This design comes from an exercise in tuning for small area, a short achievable clock period and few clock cycles per item on the open sky130 flow, not from production work. No functional check of the RTL was part of any run shown here. Power figures rest on the tool's default switching activity, not on a simulated workload.

## flow/design.v (module list and top-level ports; edited modules follow where they fit)
// module multiplier: 1403 lines
// module mult_and001: 3 lines
// module mult_and011: 3 lines
// module mult_and100: 3 lines
// module mult_and110: 3 lines
// module mult_cb: 3 lines
// module mult_fa: 4 lines
// module mult_g0101: 3 lines
// module mult_g0111: 3 lines
// module mult_g1000: 3 lines
// module mult_g1010: 3 lines
// module mult_ha: 4 lines
// module mult_nand2: 3 lines
// module mult_one: 3 lines
// module mult_or2: 3 lines
// module mult_pp: 3 lines
// module mult_pps: 3 lines
// module mult_two: 3 lines
// module mult_xnor: 3 lines
// module mult_xor: 3 lines
// module mult_y: 3 lines
module multiplier(
	input logic clk,
	input logic rst,
	input logic start_flag,
	input logic[15:0] a,
	input logic[15:0] b,
	output logic[31:0] result,
	output logic status
	);
  // ...
==> flow/flow/run.sh <==
#!/bin/bash
set -euo pipefail
cd "$(dirname "$0")/.."
export BUFFER_PORTS_ARGS="-buffer_cell sky130_fd_sc_hd__buf_2"
bash standard.sh > make.log 2>&1
==> flow/standard.sh <==
#!/bin/bash
# synth_recipe.tcl (not shown) runs the flow's synth.tcl, then flattens the netlist and writes it again
# the make line also repeats each setting of config.mk as NAME=value (left out here)
make -C /OpenROAD-flow-scripts/flow DESIGN_CONFIG=/design/flow/config.mk WORK_HOME=/design/flow/orfs CLKGATE_MAP_FILE= SYNTH_SCRIPT=/design/flow/synth_recipe.tcl "${@:-finish}"
==> flow/config.mk <==
export PLATFORM = sky130hd
export DESIGN_NAME = multiplier
export DESIGN_NICKNAME = multiplier
export VERILOG_FILES = /design/flow/design.v
export SDC_FILE = /design/flow/constraint.sdc
export NUM_CORES = 4
export LEC_CHECK = 0
export CAP_MARGIN = 20
export CORE_MARGIN = 2
export CORE_UTILIZATION = 40
export GPL_TIMING_DRIVEN = 0
export SLEW_MARGIN = 20
export SYNTH_HIERARCHICAL = 1
==> flow/constraint.sdc <==
create_clock -name core_clock -period 4.0 [get_ports {clk}]
set_input_delay 0.8000 -clock core_clock [delete_from_list [all_inputs] [get_ports {clk}]]
set_output_delay 0.8000 -clock core_clock [all_outputs]
set_load 0.01 [all_outputs]
==> results.txt, run 1 <==
----------------------------------------------------
[STA]
  RSZ-0062 raised after global routing ... no
  Post-route fraction of the period consumed by the critical path ... between 90% and 100%
  Minimum clock period after layout ... 3800 ps
  Setup violators final ... 0
  Fmax ... approximately 260 MHz

[Clock network]
  Clock Pin Slew Worst Setup and Hold Paths ... roughly 50 ps
  Clk buf depth ... 2
  Clock buffer count from CTS ... 9
  CTS tree ... yes

[Drt]
  Met3 routed wirelength ... 834 µm
  First-pass iteration count of the detailed router ... 5
  Via total after detailed routing ... about 5300

[Final layout]
  Share of final-layout standard cells stronger than drive strength 1 ... between 20% and 30%
  Total of plain and repair buffers excluding clock buffers ... approximately 100
  Commonest non-fill, non-tap cells in the layout ... 176 x xor2_1, 128 x a22o_1, 87 x fa_1, 61 x dfxtp_1, 60 x buf_2
  Design Area, Final ... a little under 9000 µm²
  ClkCell Share ... around 3.5%

[GRT]
  Largest net degree at the start of global routing ... 25
  Number of global-route vias before repair ... 5475
  Peak-usage layer in the global routing report ... met2

[Run status]
  Outcome ... timing/DRC/antenna clean

[Synth]
  Netlist Area Pre-Place ... ~7500 µm²
  Complex-gate fraction of the synthesized area ... 24.2%
  Portion of the post-synthesis area used by sequential elements ... about 17%
  Xor/xnor cell area share of the yosys netlist ... 23.4%
  Simple-gate area share of the yosys netlist ... under 10%
  Number of synthesized flops with an enable pin ... 0

[Power and ir drop]
  Leakage power total ... a little under 4 nW
  VDD IR-drop max ... ~420 µV
  P per Cell Area ... about 750 nW/µm²

[Worst setup path]
  Category of the critical setup timing path ... in2reg
  Count of buffer and inverter cells on the critical path ... 1

[Flow run]
  Number of maximum-capacitance violations ... 0

----------------------------------------------------
==> run 2: changes to the inputs <==
--- a/flow/design.v
+++ b/flow/design.v
@@ -604,97 +604,143 @@
 	logic pg1077;
 	logic pa1079;
 	logic pg1081;
 	logic pa1083;
 	logic pg1085;
 	logic pa1087;
 	logic pg1089;
 	logic pg1091;
-	logic pa1093;
-	logic pg1095;
-	logic pa1097;
-	logic pg1099;
-	logic pa1101;
-	logic pg1103;
-	logic pa1105;
-	logic pg1107;
-	logic pa1109;
-	logic pg1111;
-	logic pa1113;
-	logic pg1115;
-	logic pa1117;
-	logic pg1119;
+	logic pg1093;
+	logic pa1095;
+	logic pg1097;
+	logic pa1099;
+	logic pg1101;
+	logic pa1103;
+	logic pg1105;
+	logic pa1107;
+	logic pg1109;
+	logic pa1111;
+	logic pg1113;
+	logic pa1115;
+	logic pg1117;
+	logic pa1119;
 	logic pg1121;
 	logic pa1123;
 	logic pg1125;
 	logic pa1127;
 	logic pg1129;
 	logic pa1131;
 	logic pg1133;
-	logic pg1135;
-	logic pa1137;
-	logic pg1139;
+	logic pa1135;
+	logic pg1137;
+	logic pa1139;
 	logic pg1141;
-	logic pg1143;
+	logic pa1143;
 	logic pg1145;
-	logic pg1147;
+	logic pa1147;
 	logic pg1149;
 	logic pg1151;
 	logic pg1153;
 	logic pg1155;
 	logic pg1157;
-	logic pg1159;
+	logic pa1159;
 	logic pg1161;
-	logic pg1163;
+	logic pa1163;
 	logic pg1165;
-	logic pg1167;
+	logic pa1167;
 	logic pg1169;
-	logic pg1171;
+	logic pa1171;
 	logic pg1173;
-	logic pg1175;
+	logic pa1175;
 	logic pg1177;
-	logic pg1179;
+	logic pa1179;
 	logic pg1181;
-	logic pg1183;
+	logic pa1183;
 	logic pg1185;
-	logic pg1187;
+	logic pa1187;
 	logic pg1189;
-	logic pg1191;
+	logic pa1191;
 	logic pg1193;
-	logic sum1195;
-	logic sum1197;
-	logic sum1199;
-	logic sum1201;
-	logic sum1203;
-	logic sum1205;
-	logic sum1207;
-	logic sum1209;
-	logic sum1211;
-	logic sum1213;
-	logic sum1215;
-	logic sum1217;
-	logic sum1219;
-	logic sum1221;
-	logic sum1223;
-	logic sum1225;
-	logic sum1227;
-	logic sum1229;
-	logic sum1231;
-	logic sum1233;
-	logic sum1235;
-	logic sum1237;
-	logic sum1239;
-	logic sum1241;
-	logic sum1243;
-	logic sum1245;
-	logic sum1247;
-	logic sum1249;
-	logic sum1251;
-	logic sum1253;
+	logic pa1195;
+	logic pg1197;
+	logic pa1199;
+	logic pg1201;
+	logic pa1203;
+	logic pg1205;
+	logic pg1207;
+	logic pg1209;
+	logic pg1211;
+	logic pg1213;
+	logic pg1215;
+	logic pg1217;
+	logic pg1219;
+	logic pg1221;
+	logic pa1223;
+	logic pg1225;
+	logic pa1227;
+	logic pg1229;
+	logic pa1231;
+	logic pg1233;
+	logic pa1235;
+	logic pg1237;
+	logic pa1239;
+	logic pg1241;
+	logic pa1243;
+	logic pg1245;
+	logic pa1247;
+	logic pg1249;
+	logic pa1251;
+	logic pg1253;
+	logic pg1255;
+	logic pg1257;
+	logic pg1259;
+	logic pg1261;
+	logic pg1263;
+	logic pg1265;
+	logic pg1267;
+	logic pg1269;
+	logic pg1271;
+	logic pg1273;
+	logic pg1275;
+	logic pg1277;
+	logic pg1279;
+	logic pg1281;
+	logic pg1283;
+	logic pg1285;
+	logic sum1287;
+	logic sum1289;
+	logic sum1291;
+	logic sum1293;
+	logic sum1295;
+	logic sum1297;
+	logic sum1299;
+	logic sum1301;
+	logic sum1303;
+	logic sum1305;
+	logic sum1307;
+	logic sum1309;
+	logic sum1311;
+	logic sum1313;
+	logic sum1315;
+	logic sum1317;
+	logic sum1319;
+	logic sum1321;
+	logic sum1323;
+	logic sum1325;
+	logic sum1327;
+	logic sum1329;
+	logic sum1331;
+	logic sum1333;
+	logic sum1335;
+	logic sum1337;
+	logic sum1339;
+	logic sum1341;
+	logic sum1343;
+	logic sum1345;
 	logic q0_0;
 	logic q0_1;
 	logic q1_0;
 	logic q2_0;
 	logic q2_1;
 	logic q3_0;
 	logic q3_1;
 	logic q4_0;
@@ -1244,98 +1290,144 @@
 	mult_and001 u1076 (.a(p1001), .b(p997), .y(pa1075));
 	mult_g1010 u1078 (.gh(g1003), .ph(p1001), .gl(g999), .g(pg1077));
 	mult_and001 u1080 (.a(p1009), .b(p1005), .y(pa1079));
 	mult_g1010 u1082 (.gh(g1011), .ph(p1009), .gl(g1007), .g(pg1081));
 	mult_and001 u1084 (.a(p1017), .b(p1013), .y(pa1083));
 	mult_g1010 u1086 (.gh(g1019), .ph(p1017), .gl(g1015), .g(pg1085));
 	mult_and001 u1088 (.a(p1025), .b(p1021), .y(pa1087));
 	mult_g1010 u1090 (.gh(g1027), .ph(p1025), .gl(g1023), .g(pg1089));
-	mult_g0111 u1092 (.gh(pg1037), .ph(pa1035), .gl(pa1033), .g(pg1091));
-	mult_and110 u1094 (.a(pa1043), .b(pa1039), .y(pa1093));
-	mult_g0101 u1096 (.gh(pg1045), .ph(pa1043), .gl(pg1041), .g(pg1095));
-	mult_and110 u1098 (.a(pa1051), .b(pa1047), .y(pa1097));
-	mult_g0101 u1100 (.gh(pg1053), .ph(pa1051), .gl(pg1049), .g(pg1099));
-	mult_and110 u1102 (.a(pa1059), .b(pa1055), .y(pa1101));
-	mult_g0101 u1104 (.gh(pg1061), .ph(pa1059), .gl(pg1057), .g(pg1103));
-	mult_and110 u1106 (.a(pa1067), .b(pa1063), .y(pa1105));
-	mult_g0101 u1108 (.gh(pg1069), .ph(pa1067), .gl(pg1065), .g(pg1107));
-	mult_and110 u1110 (.a(pa1075), .b(pa1071), .y(pa1109));
-	mult_g0101 u1112 (.gh(pg1077), .ph(pa1075), .gl(pg1073), .g(pg1111));
-	mult_and110 u1114 (.a(pa1083), .b(pa1079), .y(pa1113));
-	mult_g0101 u1116 (.gh(pg1085), .ph(pa1083), .gl(pg1081), .g(pg1115));
-	mult_and011 u1118 (.a(p1029), .b(pa1087), .y(pa1117));
-	mult_g1000 u1120 (.gh(g1031), .ph(p1029), .gl(pg1089), .g(pg1119));
-	mult_g1010 u1122 (.gh(pg1095), .ph(pa1093), .gl(pg1091), .g(pg1121));
-	mult_and001 u1124 (.a(pa1101), .b(pa1097), .y(pa1123));
-	mult_g1010 u1126 (.gh(pg1103), .ph(pa1101), .gl(pg1099), .g(pg1125));
-	mult_and001 u1128 (.a(pa1109), .b(pa1105), .y(pa1127));
-	mult_g1010 u1130 (.gh(pg1111), .ph(pa1109), .gl(pg1107), .g(pg1129));
-	mult_and100 u1132 (.a(pa1117), .b(pa1113), .y(pa1131));
-	mult_g0111 u1134 (.gh(pg1119), .ph(pa1117), .gl(pg1115), .g(pg1133));
-	mult_g0101 u1136 (.gh(pg1125), .ph(pa1123), .gl(pg1121), .g(pg1135));
-	mult_and011 u1138 (.a(pa1131), .b(pa1127), .y(pa1137));
-	mult_g1000 u1140 (.gh(pg1133), .ph(pa1131), .gl(pg1129), .g(pg1139));
-	mult_g0111 u1142 (.gh(pg1139), .ph(pa1137), .gl(pg1135), .g(pg1141));
-	mult_g0111 u1144 (.gh(pg1129), .ph(pa1127), .gl(pg1135), .g(pg1143));
-	mult_g1000 u1146 (.gh(pg1099), .ph(pa1097), .gl(pg1121), .g(pg1145));
-	mult_g1010 u1148 (.gh(pg1107), .ph(pa1105), .gl(pg1135), .g(pg1147));
-	mult_g1010 u1150 (.gh(pg1115), .ph(pa1113), .gl(pg1143), .g(pg1149));
-	mult_g0111 u1152 (.gh(pg1041), .ph(pa1039), .gl(pg1091), .g(pg1151));
-	mult_g0101 u1154 (.gh(pg1049), .ph(pa1047), .gl(pg1121), .g(pg1153));
-	mult_g0101 u1156 (.gh(pg1057), .ph(pa1055), .gl(pg1145), .g(pg1155));
-	mult_g0111 u1158 (.gh(pg1065), .ph(pa1063), .gl(pg1135), .g(pg1157));
-	mult_g0101 u1160 (.gh(pg1073), .ph(pa1071), .gl(pg1147), .g(pg1159));
-	mult_g0111 u1162 (.gh(pg1081), .ph(pa1079), .gl(pg1143), .g(pg1161));
-	mult_g0101 u1164 (.gh(pg1089), .ph(pa1087), .gl(pg1149), .g(pg1163));
-	mult_g1010 u1166 (.gh(g919), .ph(p917), .gl(pa1033), .g(pg1165));
-	mult_g1010 u1168 (.gh(g927), .ph(p925), .gl(pg1091), .g(pg1167));
-	mult_g1010 u1170 (.gh(g935), .ph(p933), .gl(pg1151), .g(pg1169));
-	mult_g1000 u1172 (.gh(g943), .ph(p941), .gl(pg1121), .g(pg1171));
-	mult_g1010 u1174 (.gh(g951), .ph(p949), .gl(pg1153), .g(pg1173));
-	mult_g1000 u1176 (.gh(g959), .ph(p957), .gl(pg1145), .g(pg1175));
-	mult_g1010 u1178 (.gh(g967), .ph(p965), .gl(pg1155), .g(pg1177));
-	mult_g1010 u1180 (.gh(g975), .ph(p973), .gl(pg1135), .g(pg1179));
-	mult_g1010 u1182 (.gh(g983), .ph(p981), .gl(pg1157), .g(pg1181));
-	mult_g1000 u1184 (.gh(g991), .ph(p989), .gl(pg1147), .g(pg1183));
-	mult_g1010 u1186 (.gh(g999), .ph(p997), .gl(pg1159), .g(pg1185));
-	mult_g1010 u1188 (.gh(g1007), .ph(p1005), .gl(pg1143), .g(pg1187));
-	mult_g1010 u1190 (.gh(g1015), .ph(p1013), .gl(pg1161), .g(pg1189));
-	mult_g1000 u1192 (.gh(g1023), .ph(p1021), .gl(pg1149), .g(pg1191));
-	mult_g1010 u1194 (.gh(g1031), .ph(p1029), .gl(pg1163), .g(pg1193));
-	mult_xnor u1196 (.a(q1_0), .b(g915), .y(sum1195));
-	mult_xnor u1198 (.a(p917), .b(pa1033), .y(sum1197));
-	mult_xor u1200 (.a(p921), .b(pg1165), .y(sum1199));
-	mult_xnor u1202 (.a(p925), .b(pg1091), .y(sum1201));
-	mult_xor u1204 (.a(p929), .b(pg1167), .y(sum1203));
-	mult_xnor u1206 (.a(p933), .b(pg1151), .y(sum1205));
-	mult_xor u1208 (.a(p937), .b(pg1169), .y(sum1207));
-	mult_xor u1210 (.a(p941), .b(pg1121), .y(sum1209));
-	mult_xor u1212 (.a(p945), .b(pg1171), .y(sum1211));
-	mult_xnor u1214 (.a(p949), .b(pg1153), .y(sum1213));
-	mult_xor u1216 (.a(p953), .b(pg1173), .y(sum1215));
-	mult_xor u1218 (.a(p957), .b(pg1145), .y(sum1217));
-	mult_xor u1220 (.a(p961), .b(pg1175), .y(sum1219));
-	mult_xnor u1222 (.a(p965), .b(pg1155), .y(sum1221));
-	mult_xor u1224 (.a(p969), .b(pg1177), .y(sum1223));
-	mult_xnor u1226 (.a(p973), .b(pg1135), .y(sum1225));
-	mult_xor u1228 (.a(p977), .b(pg1179), .y(sum1227));
-	mult_xnor u1230 (.a(p981), .b(pg1157), .y(sum1229));
-	mult_xor u1232 (.a(p985), .b(pg1181), .y(sum1231));
-	mult_xor u1234 (.a(p989), .b(pg1147), .y(sum1233));
-	mult_xor u1236 (.a(p993), .b(pg1183), .y(sum1235));
-	mult_xnor u1238 (.a(p997), .b(pg1159), .y(sum1237));
-	mult_xor u1240 (.a(p1001), .b(pg1185), .y(sum1239));
-	mult_xnor u1242 (.a(p1005), .b(pg1143), .y(sum1241));
-	mult_xor u1244 (.a(p1009), .b(pg1187), .y(sum1243));
-	mult_xnor u1246 (.a(p1013), .b(pg1161), .y(sum1245));
-	mult_xor u1248 (.a(p1017), .b(pg1189), .y(sum1247));
-	mult_xor u1250 (.a(p1021), .b(pg1149), .y(sum1249));
-	mult_xor u1252 (.a(p1025), .b(pg1191), .y(sum1251));
-	mult_xnor u1254 (.a(p1029), .b(pg1163), .y(sum1253));
+	mult_g1010 u1092 (.gh(g919), .ph(p917), .gl(pa1033), .g(pg1091));
+	mult_g0111 u1094 (.gh(pg1037), .ph(pa1035), .gl(pa1033), .g(pg1093));
+	mult_and011 u1096 (.a(p933), .b(pa1039), .y(pa1095));
+	mult_g1000 u1098 (.gh(g935), .ph(p933), .gl(pg1041), .g(pg1097));
+	mult_and110 u1100 (.a(pa1043), .b(pa1039), .y(pa1099));
+	mult_g0101 u1102 (.gh(pg1045), .ph(pa1043), .gl(pg1041), .g(pg1101));
+	mult_and011 u1104 (.a(p949), .b(pa1047), .y(pa1103));
+	mult_g1000 u1106 (.gh(g951), .ph(p949), .gl(pg1049), .g(pg1105));
+	mult_and110 u1108 (.a(pa1051), .b(pa1047), .y(pa1107));
+	mult_g0101 u1110 (.gh(pg1053), .ph(pa1051), .gl(pg1049), .g(pg1109));
+	mult_and011 u1112 (.a(p965), .b(pa1055), .y(pa1111));
+	mult_g1000 u1114 (.gh(g967), .ph(p965), .gl(pg1057), .g(pg1113));
+	mult_and110 u1116 (.a(pa1059), .b(pa1055), .y(pa1115));
+	mult_g0101 u1118 (.gh(pg1061), .ph(pa1059), .gl(pg1057), .g(pg1117));
+	mult_and011 u1120 (.a(p981), .b(pa1063), .y(pa1119));
+	mult_g1000 u1122 (.gh(g983), .ph(p981), .gl(pg1065), .g(pg1121));
+	mult_and110 u1124 (.a(pa1067), .b(pa1063), .y(pa1123));
+	mult_g0101 u1126 (.gh(pg1069), .ph(pa1067), .gl(pg1065), .g(pg1125));
+	mult_and011 u1128 (.a(p997), .b(pa1071), .y(pa1127));
+	mult_g1000 u1130 (.gh(g999), .ph(p997), .gl(pg1073), .g(pg1129));
+	mult_and110 u1132 (.a(pa1075), .b(pa1071), .y(pa1131));
+	mult_g0101 u1134 (.gh(pg1077), .ph(pa1075), .gl(pg1073), .g(pg1133));
+	mult_and011 u1136 (.a(p1013), .b(pa1079), .y(pa1135));
+	mult_g1000 u1138 (.gh(g1015), .ph(p1013), .gl(pg1081), .g(pg1137));
+	mult_and110 u1140 (.a(pa1083), .b(pa1079), .y(pa1139));
+	mult_g0101 u1142 (.gh(pg1085), .ph(pa1083), .gl(pg1081), .g(pg1141));
+	mult_and011 u1144 (.a(p1029), .b(pa1087), .y(pa1143));
+	mult_g1000 u1146 (.gh(g1031), .ph(p1029), .gl(pg1089), .g(pg1145));
+	mult_and011 u1148 (.a(p1029), .b(pa1087), .y(pa1147));
+	mult_g1000 u1150 (.gh(g1031), .ph(p1029), .gl(pg1089), .g(pg1149));
+	mult_g1010 u1152 (.gh(g927), .ph(p925), .gl(pg1093), .g(pg1151));
+	mult_g0111 u1154 (.gh(pg1041), .ph(pa1039), .gl(pg1093), .g(pg1153));
+	mult_g0111 u1156 (.gh(pg1097), .ph(pa1095), .gl(pg1093), .g(pg1155));
+	mult_g1010 u1158 (.gh(pg1101), .ph(pa1099), .gl(pg1093), .g(pg1157));
+	mult_and001 u1160 (.a(p957), .b(pa1107), .y(pa1159));
+	mult_g1010 u1162 (.gh(g959), .ph(p957), .gl(pg1109), .g(pg1161));
+	mult_and100 u1164 (.a(pa1055), .b(pa1107), .y(pa1163));
+	mult_g0111 u1166 (.gh(pg1057), .ph(pa1055), .gl(pg1109), .g(pg1165));
+	mult_and100 u1168 (.a(pa1111), .b(pa1107), .y(pa1167));
+	mult_g0111 u1170 (.gh(pg1113), .ph(pa1111), .gl(pg1109), .g(pg1169));
+	mult_and001 u1172 (.a(pa1115), .b(pa1107), .y(pa1171));
+	mult_g1010 u1174 (.gh(pg1117), .ph(pa1115), .gl(pg1109), .g(pg1173));
+	mult_and001 u1176 (.a(p989), .b(pa1123), .y(pa1175));
+	mult_g1010 u1178 (.gh(g991), .ph(p989), .gl(pg1125), .g(pg1177));
+	mult_and100 u1180 (.a(pa1071), .b(pa1123), .y(pa1179));
+	mult_g0111 u1182 (.gh(pg1073), .ph(pa1071), .gl(pg1125), .g(pg1181));
+	mult_and100 u1184 (.a(pa1127), .b(pa1123), .y(pa1183));
+	mult_g0111 u1186 (.gh(pg1129), .ph(pa1127), .gl(pg1125), .g(pg1185));
+	mult_and001 u1188 (.a(pa1131), .b(pa1123), .y(pa1187));
+	mult_g1010 u1190 (.gh(pg1133), .ph(pa1131), .gl(pg1125), .g(pg1189));
+	mult_and001 u1192 (.a(p1021), .b(pa1139), .y(pa1191));
+	mult_g1010 u1194 (.gh(g1023), .ph(p1021), .gl(pg1141), .g(pg1193));
+	mult_and100 u1196 (.a(pa1087), .b(pa1139), .y(pa1195));
+	mult_g0111 u1198 (.gh(pg1089), .ph(pa1087), .gl(pg1141), .g(pg1197));
+	mult_and100 u1200 (.a(pa1143), .b(pa1139), .y(pa1199));
+	mult_g0111 u1202 (.gh(pg1145), .ph(pa1143), .gl(pg1141), .g(pg1201));
+	mult_and100 u1204 (.a(pa1147), .b(pa1139), .y(pa1203));
+	mult_g0111 u1206 (.gh(pg1149), .ph(pa1147), .gl(pg1141), .g(pg1205));
+	mult_g1000 u1208 (.gh(g943), .ph(p941), .gl(pg1157), .g(pg1207));
+	mult_g0101 u1210 (.gh(pg1049), .ph(pa1047), .gl(pg1157), .g(pg1209));
+	mult_g0101 u1212 (.gh(pg1105), .ph(pa1103), .gl(pg1157), .g(pg1211));
+	mult_g1000 u1214 (.gh(pg1109), .ph(pa1107), .gl(pg1157), .g(pg1213));
+	mult_g0101 u1216 (.gh(pg1161), .ph(pa1159), .gl(pg1157), .g(pg1215));
+	mult_g1000 u1218 (.gh(pg1165), .ph(pa1163), .gl(pg1157), .g(pg1217));
+	mult_g1000 u1220 (.gh(pg1169), .ph(pa1167), .gl(pg1157), .g(pg1219));
+	mult_g0101 u1222 (.gh(pg1173), .ph(pa1171), .gl(pg1157), .g(pg1221));
+	mult_and011 u1224 (.a(p1005), .b(pa1187), .y(pa1223));
+	mult_g1000 u1226 (.gh(g1007), .ph(p1005), .gl(pg1189), .g(pg1225));
+	mult_and110 u1228 (.a(pa1079), .b(pa1187), .y(pa1227));
+	mult_g0101 u1230 (.gh(pg1081), .ph(pa1079), .gl(pg1189), .g(pg1229));
+	mult_and110 u1232 (.a(pa1135), .b(pa1187), .y(pa1231));
+	mult_g0101 u1234 (.gh(pg1137), .ph(pa1135), .gl(pg1189), .g(pg1233));
+	mult_and011 u1236 (.a(pa1139), .b(pa1187), .y(pa1235));
+	mult_g1000 u1238 (.gh(pg1141), .ph(pa1139), .gl(pg1189), .g(pg1237));
+	mult_and110 u1240 (.a(pa1191), .b(pa1187), .y(pa1239));
+	mult_g0101 u1242 (.gh(pg1193), .ph(pa1191), .gl(pg1189), .g(pg1241));
+	mult_and011 u1244 (.a(pa1195), .b(pa1187), .y(pa1243));
+	mult_g1000 u1246 (.gh(pg1197), .ph(pa1195), .gl(pg1189), .g(pg1245));
+	mult_and011 u1248 (.a(pa1199), .b(pa1187), .y(pa1247));
+	mult_g1000 u1250 (.gh(pg1201), .ph(pa1199), .gl(pg1189), .g(pg1249));
+	mult_and011 u1252 (.a(pa1203), .b(pa1187), .y(pa1251));
+	mult_g1000 u1254 (.gh(pg1205), .ph(pa1203), .gl(pg1189), .g(pg1253));
+	mult_g1010 u1256 (.gh(g975), .ph(p973), .gl(pg1221), .g(pg1255));
+	mult_g0111 u1258 (.gh(pg1065), .ph(pa1063), .gl(pg1221), .g(pg1257));
+	mult_g0111 u1260 (.gh(pg1121), .ph(pa1119), .gl(pg1221), .g(pg1259));
+	mult_g1010 u1262 (.gh(pg1125), .ph(pa1123), .gl(pg1221), .g(pg1261));
+	mult_g0111 u1264 (.gh(pg1177), .ph(pa1175), .gl(pg1221), .g(pg1263));
+	mult_g1010 u1266 (.gh(pg1181), .ph(pa1179), .gl(pg1221), .g(pg1265));
+	mult_g1010 u1268 (.gh(pg1185), .ph(pa1183), .gl(pg1221), .g(pg1267));
+	mult_g0111 u1270 (.gh(pg1189), .ph(pa1187), .gl(pg1221), .g(pg1269));
+	mult_g0111 u1272 (.gh(pg1225), .ph(pa1223), .gl(pg1221), .g(pg1271));
+	mult_g1010 u1274 (.gh(pg1229), .ph(pa1227), .gl(pg1221), .g(pg1273));
+	mult_g1010 u1276 (.gh(pg1233), .ph(pa1231), .gl(pg1221), .g(pg1275));
+	mult_g0111 u1278 (.gh(pg1237), .ph(pa1235), .gl(pg1221), .g(pg1277));
+	mult_g1010 u1280 (.gh(pg1241), .ph(pa1239), .gl(pg1221), .g(pg1279));
+	mult_g0111 u1282 (.gh(pg1245), .ph(pa1243), .gl(pg1221), .g(pg1281));
+	mult_g0111 u1284 (.gh(pg1249), .ph(pa1247), .gl(pg1221), .g(pg1283));
+	mult_g0111 u1286 (.gh(pg1253), .ph(pa1251), .gl(pg1221), .g(pg1285));
+	mult_xnor u1288 (.a(q1_0), .b(g915), .y(sum1287));
+	mult_xnor u1290 (.a(p917), .b(pa1033), .y(sum1289));
+	mult_xor u1292 (.a(p921), .b(pg1091), .y(sum1291));
+	mult_xnor u1294 (.a(p925), .b(pg1093), .y(sum1293));
+	mult_xor u1296 (.a(p929), .b(pg1151), .y(sum1295));
+	mult_xnor u1298 (.a(p933), .b(pg1153), .y(sum1297));
+	mult_xnor u1300 (.a(p937), .b(pg1155), .y(sum1299));
+	mult_xor u1302 (.a(p941), .b(pg1157), .y(sum1301));
+	mult_xor u1304 (.a(p945), .b(pg1207), .y(sum1303));
+	mult_xnor u1306 (.a(p949), .b(pg1209), .y(sum1305));
+	mult_xnor u1308 (.a(p953), .b(pg1211), .y(sum1307));
+	mult_xor u1310 (.a(p957), .b(pg1213), .y(sum1309));
+	mult_xnor u1312 (.a(p961), .b(pg1215), .y(sum1311));
+	mult_xor u1314 (.a(p965), .b(pg1217), .y(sum1313));
+	mult_xor u1316 (.a(p969), .b(pg1219), .y(sum1315));
+	mult_xnor u1318 (.a(p973), .b(pg1221), .y(sum1317));
+	mult_xor u1320 (.a(p977), .b(pg1255), .y(sum1319));
+	mult_xnor u1322 (.a(p981), .b(pg1257), .y(sum1321));
+	mult_xnor u1324 (.a(p985), .b(pg1259), .y(sum1323));
+	mult_xor u1326 (.a(p989), .b(pg1261), .y(sum1325));
+	mult_xnor u1328 (.a(p993), .b(pg1263), .y(sum1327));
+	mult_xor u1330 (.a(p997), .b(pg1265), .y(sum1329));
+	mult_xor u1332 (.a(p1001), .b(pg1267), .y(sum1331));
+	mult_xnor u1334 (.a(p1005), .b(pg1269), .y(sum1333));
+	mult_xnor u1336 (.a(p1009), .b(pg1271), .y(sum1335));
+	mult_xor u1338 (.a(p1013), .b(pg1273), .y(sum1337));
+	mult_xor u1340 (.a(p1017), .b(pg1275), .y(sum1339));
+	mult_xnor u1342 (.a(p1021), .b(pg1277), .y(sum1341));
+	mult_xor u1344 (.a(p1025), .b(pg1279), .y(sum1343));
+	mult_xnor u1346 (.a(p1029), .b(pg1281), .y(sum1345));
 	always_ff @(posedge clk) begin
 		q0_0 <= cb3;
 		q0_1 <= pp39;
 		q1_0 <= pp41;
 		q2_0 <= s830;
 		q2_1 <= pp111;
 		q3_0 <= c831;
 		q3_1 <= s833;
@@ -1393,17 +1485,17 @@
 		q29_1 <= s911;
 		q30_0 <= c912;
 		q30_1 <= pp575;
 	end
 	always_ff @(posedge clk or negedge rst) begin
 		if(~rst) done <= 1'b0;
 		else done <= start_flag;
 	end
-	assign result = {~pg1193, sum1253, sum1251, sum1249, sum1247, sum1245, sum1243, sum1241, sum1239, sum1237, sum1235, sum1233, sum1231, sum1229, sum1227, sum1225, sum1223, sum1221, sum1219, sum1217, sum1215, sum1213, sum1211, sum1209, sum1207, sum1205, sum1203, sum1201, sum1199, sum1197, sum1195, p913};
+	assign result = {pg1283, sum1345, sum1343, sum1341, sum1339, sum1337, sum1335, sum1333, sum1331, sum1329, sum1327, sum1325, sum1323, sum1321, sum1319, sum1317, sum1315, sum1313, sum1311, sum1309, sum1307, sum1305, sum1303, sum1301, sum1299, sum1297, sum1295, sum1293, sum1291, sum1289, sum1287, p913};
 	assign status = done;
 endmodule
 module mult_and001(input logic a, input logic b, output logic y);
 	assign y = ~(a & b);
 endmodule
 module mult_and011(input logic a, input logic b, output logic y);
 	assign y = ~(a & ~b);
 endmodule
==> results.txt, run 2 <==
----------------------------------------------------
[Floorplanning]
  FP Rows ... 51 (was 50)
  Core region area ... 19400 µm² (was 18500 µm²)
  I/O pin count ... 68 (unchanged)
  Initial core utilization ... 40.7% (was 40.4%)
  Die W ... 144 µm (was 141 µm)
  Die Height ... 144 µm (was 141 µm)
  Die area ... 20900 µm² (was 19800 µm²)

[Worst setup path]
  Endpoint kind of the worst setup timing path ... flip-flop (unchanged)
  CP Data Required Time ... 4220 ps (was 4210 ps)
  Slowest cell on the critical path ... fa_1 (unchanged)
  Category of the critical setup timing path ... in2reg (unchanged)
  Cells along the critical path ... buf_2 -> nand2b_1 -> o22ai_4 -> a22o_1 -> fa_1 -> fa_1 -> fa_1 -> fa_1 (was clkbuf_4 -> nand2b_1 -> o22ai_4 -> a22o_1 -> fa_1 -> fa_1 -> fa_1 -> fa_1)
  Worst stage delay on the critical path ... 570 ps (was 580 ps)
  Largest fanout on the critical path ... 20 (was 24)
  Dominant cell type by count on the critical path ... fa_1 (unchanged)
  Arrival time of data at the critical path endpoint ... 4080 ps (was 4010 ps)
  Critical path startpoint category ... input pin (unchanged)

[Drt]
  First-pass iteration count of the detailed router ... 5 (unchanged)
  DR iter-0 viols ... 237 (was 238)
  DRC violations left ... 0 (unchanged)
  Total wire length after detailed routing ... 17800 µm (was 16500 µm)
  Antenna-violating nets left ... 0 (unchanged)
  Via total after detailed routing ... 5723 (was 5339)
  Post-DR vias/cell ... 5.11 (was 5.12)
  Routed wirelength normalized by instance count ... 15.9 µm (was 15.8 µm)

[Final layout]
  Number of fill cells in the layout ... 1921 (was 1777)
  Commonest non-fill, non-tap cell in the layout ... xor2_1 (unchanged)
  Fin cells ... 1120 (was 1043)
  Number of nets at the end of the flow ... 989 (was 943)
  Inserted Diodes ... 0 (unchanged)
  Utilization after layout ... 46.9% (was 46.8%)
  Layout overhead on the synthesized area ... 15.4% (was 16.0%)
  Share of final-layout standard cells stronger than drive strength 1 ... 22.1% (was 22.4%)
  Commonest non-fill, non-tap cells in the layout ... 172 x xor2_1, 128 x a22o_1, 87 x fa_1, 61 x dfxtp_1, 60 x buf_2 (was 176 x xor2_1, 128 x a22o_1, 87 x fa_1, 61 x dfxtp_1, 60 x buf_2)

[Synth]
  Mean Syn Cell Area ... 10.3 µm² (was 10.4 µm²)
  Cell type with the highest aggregate area in the netlist ... fa_1 (unchanged)
  Cells after synthesis ... 767 (was 720)
  Netlist Area Pre-Place ... 7890 µm² (was 7480 µm²)
  Library cells used by synthesis ... 22 (was 21)
  Mux share of post-synthesis cell area ... 0% (unchanged)
  Synth Area in Adders ... 24.8% (was 26.1%)
  Main combinational cell family by area after synthesis ... compound AO/OA/AOI/OAI gates (was adder cells)
  Complex-gate fraction of the synthesized area ... 25.9% (was 24.2%)
  Leading post-synthesis cells by instance count ... 180 x xor2_1, 128 x a22o_1, 87 x fa_1, 61 x dfxtp_1, 57 x nand2_1 (was 184 x xor2_1, 128 x a22o_1, 87 x fa_1, 61 x dfxtp_1, 54 x nand2_1)
  Yosys warnings ... 7 (unchanged)
  FF+latch count, synth ... 62 (unchanged)
  Fraction of post-synthesis cell area in the top cell type by area ... 22.1% (was 23.3%)
  Top cells by area in the synthesized netlist ... fa_1 22%, xor2_1 20%, dfxtp_1 15% (was fa_1 23%, xor2_1 22%, dfxtp_1 16%)
  Top-count cell post-synth ... xor2_1 (unchanged)
  Portion of the post-synthesis area used by sequential elements ... 15.8% (was 16.7%)
  Xor/xnor cell area share of the yosys netlist ... 22.2% (was 23.4%)
  Simple-gate area share of the yosys netlist ... 6.09% (was 4.10%)
  Main flop type after synthesis ... dfxtp_1 (unchanged)
  Asr flop ratio synth ... 1.61% (unchanged)
  Number of synthesized flops with an enable pin ... 0 (unchanged)

[GRT]
  Antenna violations before repair ... 0 (unchanged)
  Global-route wire length before repair ... 29300 µm (was 27700 µm)
  Largest net degree at the start of global routing ... 25 (unchanged)
  GR Util All Layers ... 18.1% (was 17.5%)
  Residual overflow from global routing ... 0 (unchanged)
  Number of global-route vias before repair ... 5645 (was 5475)

[Clock network]
  Clk buf depth ... 2 (unchanged)
  Total clock sinks ... 62 (unchanged)
  CTS tree ... yes (unchanged)
  Depth of the CTS H-tree ... 3 (unchanged)
  Clock Pin Slew Worst Setup and Hold Paths ... 50 ps (about the same)
  Clock buffer count from CTS ... 9 (unchanged)
  Root buffer cell ... clkbuf_16 (unchanged)
  Hold bufs inserted after CTS ... 0 (unchanged)

[Place]
  Placer's final routability congestion estimate ... 0.833 (was 0.831)
  Number of buffers added on ports ... 67 (unchanged)
  Cell count after placement ... 1104 (was 1024)
  Placed wire-length estimate after detailed placement ... 14300 µm (was 13100 µm)

[STA]
  Post-route fraction of the period consumed by the critical path ... 96.6% (was 94.9%)
  Slew HR ... 50.6% (was 52.3%)
  RSZ-0062 raised after global routing ... no (unchanged)
  Setup violators final ... 0 (unchanged)
  Fmax ... 259 MHz (was 263 MHz)
  Minimum clock period after layout ... 3870 ps (was 3800 ps)
  Count of final hold-check violations ... 0 (unchanged)
  Worst-Margin Slew ... 741 ps (was 714 ps)
  Final slew viol count ... 0 (unchanged)

[Power and ir drop]
  VDD IR-drop max ... 428 µV (was 421 µV)
  Leakage power total ... 4.12 nW (was 3.95 nW)
  P per Cell Area ... 761 nW/µm² (was 747 nW/µm²)

[Flow run]
  Number of maximum-capacitance violations ... 0 (unchanged)

[Min path]
  HP Class ... in2async (unchanged)

[Run status]
  Outcome ... timing/DRC/antenna clean (unchanged)

----------------------------------------------------
[run 2: changes by cell type in the layout (fill, tap and decap cells not counted), sizes merged, moves of 4 or more]
cell / previous run / this run
xor2: 184 / 180
a21bo: 5 / 15
o21ba: 5 / 17
nor2b: 0 / 6
xnor2: 16 / 20
nand2b: 9 / 20
[run 2: cell type report]
class,instances,area [µm²],share of cell area [%]
Buffer,32,240,2.64
Clock inverter,2,12.5,0.137
Multi-Input combinational cell,630,6430,70.6
Tap cell,265,332,3.64
Inverter,46,173,1.90
Clock buffer,14,294,3.23
Timing Repair Buffer,69,375,4.12
Sequential cell,62,1250,13.7
[run 2: cells by family after synthesis]
| logic type | count (synthesis) |
|---|---|
| compound gates | 226 |
| xor+xnor | 200 |
| fa+ha+maj | 104 |
| simple gates | 96 |
| buf+inv | 78 |
| flops | 62 |
| other cells | 1 |
[run 2: per-layer routing]
| metal | vias to the layer above | part of all wire, % | track usage [%] |
|---|---|---|---|
| met5 | - | 0 | 0 |
| met4 | 0 | 1.6 | 5.37 |
| met3 | 23 | 4.9 | 2.75 |
| met2 | 120 | 46 | 29.2 |
| met1 | 2795 | 48 | 25.2 |
| li1 | 2785 | - | - |
[run 2: worst paths after layout]
kind	cells after the start	endpoint	start
setup / recovery	8	q17_1	b[15]
hold / removal	1	done	rst
max in group asynchronous	1	done	rst
min in group core_clock	1	done	start_flag
[run 2: where the power goes]
part | leakage [nW] | internal, W | total, W | switching [W]
Sequential | 0.525 | 0.000920 | 0.00108 | 0.000158
Clock | 0.151 | 0.000502 | 0.000780 | 0.000278
Combinational | 3.44 | 0.00252 | 0.00507 | 0.00255
Total | 4.12 | 0.00395 | 0.00693 | 0.00299
[run 2: worst max-delay path, delay by kind of cell]
| family | cells | cell delay (ps) |
|---|---|---|
| and+or+nand+nor | 1 | 170 |
| buffers and inverters | 1 | 450 |
| AOI/OAI and AO/OA | 2 | 780 |
| adders and majority gates | 4 | 1860 |
[run 2: per-module statistics from Yosys (local to each module, per instance), a selection]
module       area [µm²]  cells inside
mult_g0101         12.5             2
mult_one           8.76             1
mult_and001        3.75             1
mult_y             8.76             1
mult_pp            8.76             1
multiplier         1510            99
mult_pps           5.00             1
mult_or2           6.26             1
mult_xor           8.76             1
mult_g1010         12.5             2
[run 2: timing repair]
action,4_1_cts,5_1_grt
resized for setup,13,10
gates cloned,0,0
endpoints found under the setup margin,19,20
buffers inserted,0,0
[run 2: stage by stage]
stage | total power, W | setup TNS [ps] | hold WS, ps | setup WS (ps) | cell area, µm²
6_report | 0.00693 | 0 | 220 | 134 | 9100
5_1_grt | 0.00772 | 0 | 206 | 42.2 | 9100
4_1_cts | 0.00707 | 0 | 206 | 2.50 | 9040
3_5_place_dp | 0.00624 | -10940 | 575 | -618 | 8630
3_3_place_gp | 0.00614 | -18080 | 575 | -877 | 8570
2_1_floorplan | 0.00497 | 0 | 504 | 258 | 7900

==> re-timing with driven ports <==
How much do the figures lean on ideal ports? The routed layouts below were timed once more, with nothing changed but the port constraints.
Step 1, drivers: a clkbuf_16 drives clk and a buf_2 each remaining input, both assumed.
Step 2, shift: input delay + t, output delay - t, t = (earliest + latest rising clock arrival at the registers) / 2. This alone moves slack from input paths to output paths.
Three values: ideal ports, drivers, drivers and shift; two values: the first two.
run	t (ns)	setup slack, ns	latest minus earliest clock arrival (ns)	slew at the worst register clock pin (ns)	pins driven straight from the clock port
run 1	0.378	0.203 / 0.176 / -0.161	0.010 / 0.010	0.06 / 0.06	1
run 2	0.385	0.134 / 0.158 / -0.227	0.008 / 0.008	0.06 / 0.06	1
With both steps, setup timing fails in run 1 and run 2, where it was met with ideal ports. For run 1, which loses most, drivers alone change the setup slack by -0.027 ns; drivers and shift together by -0.364 ns.
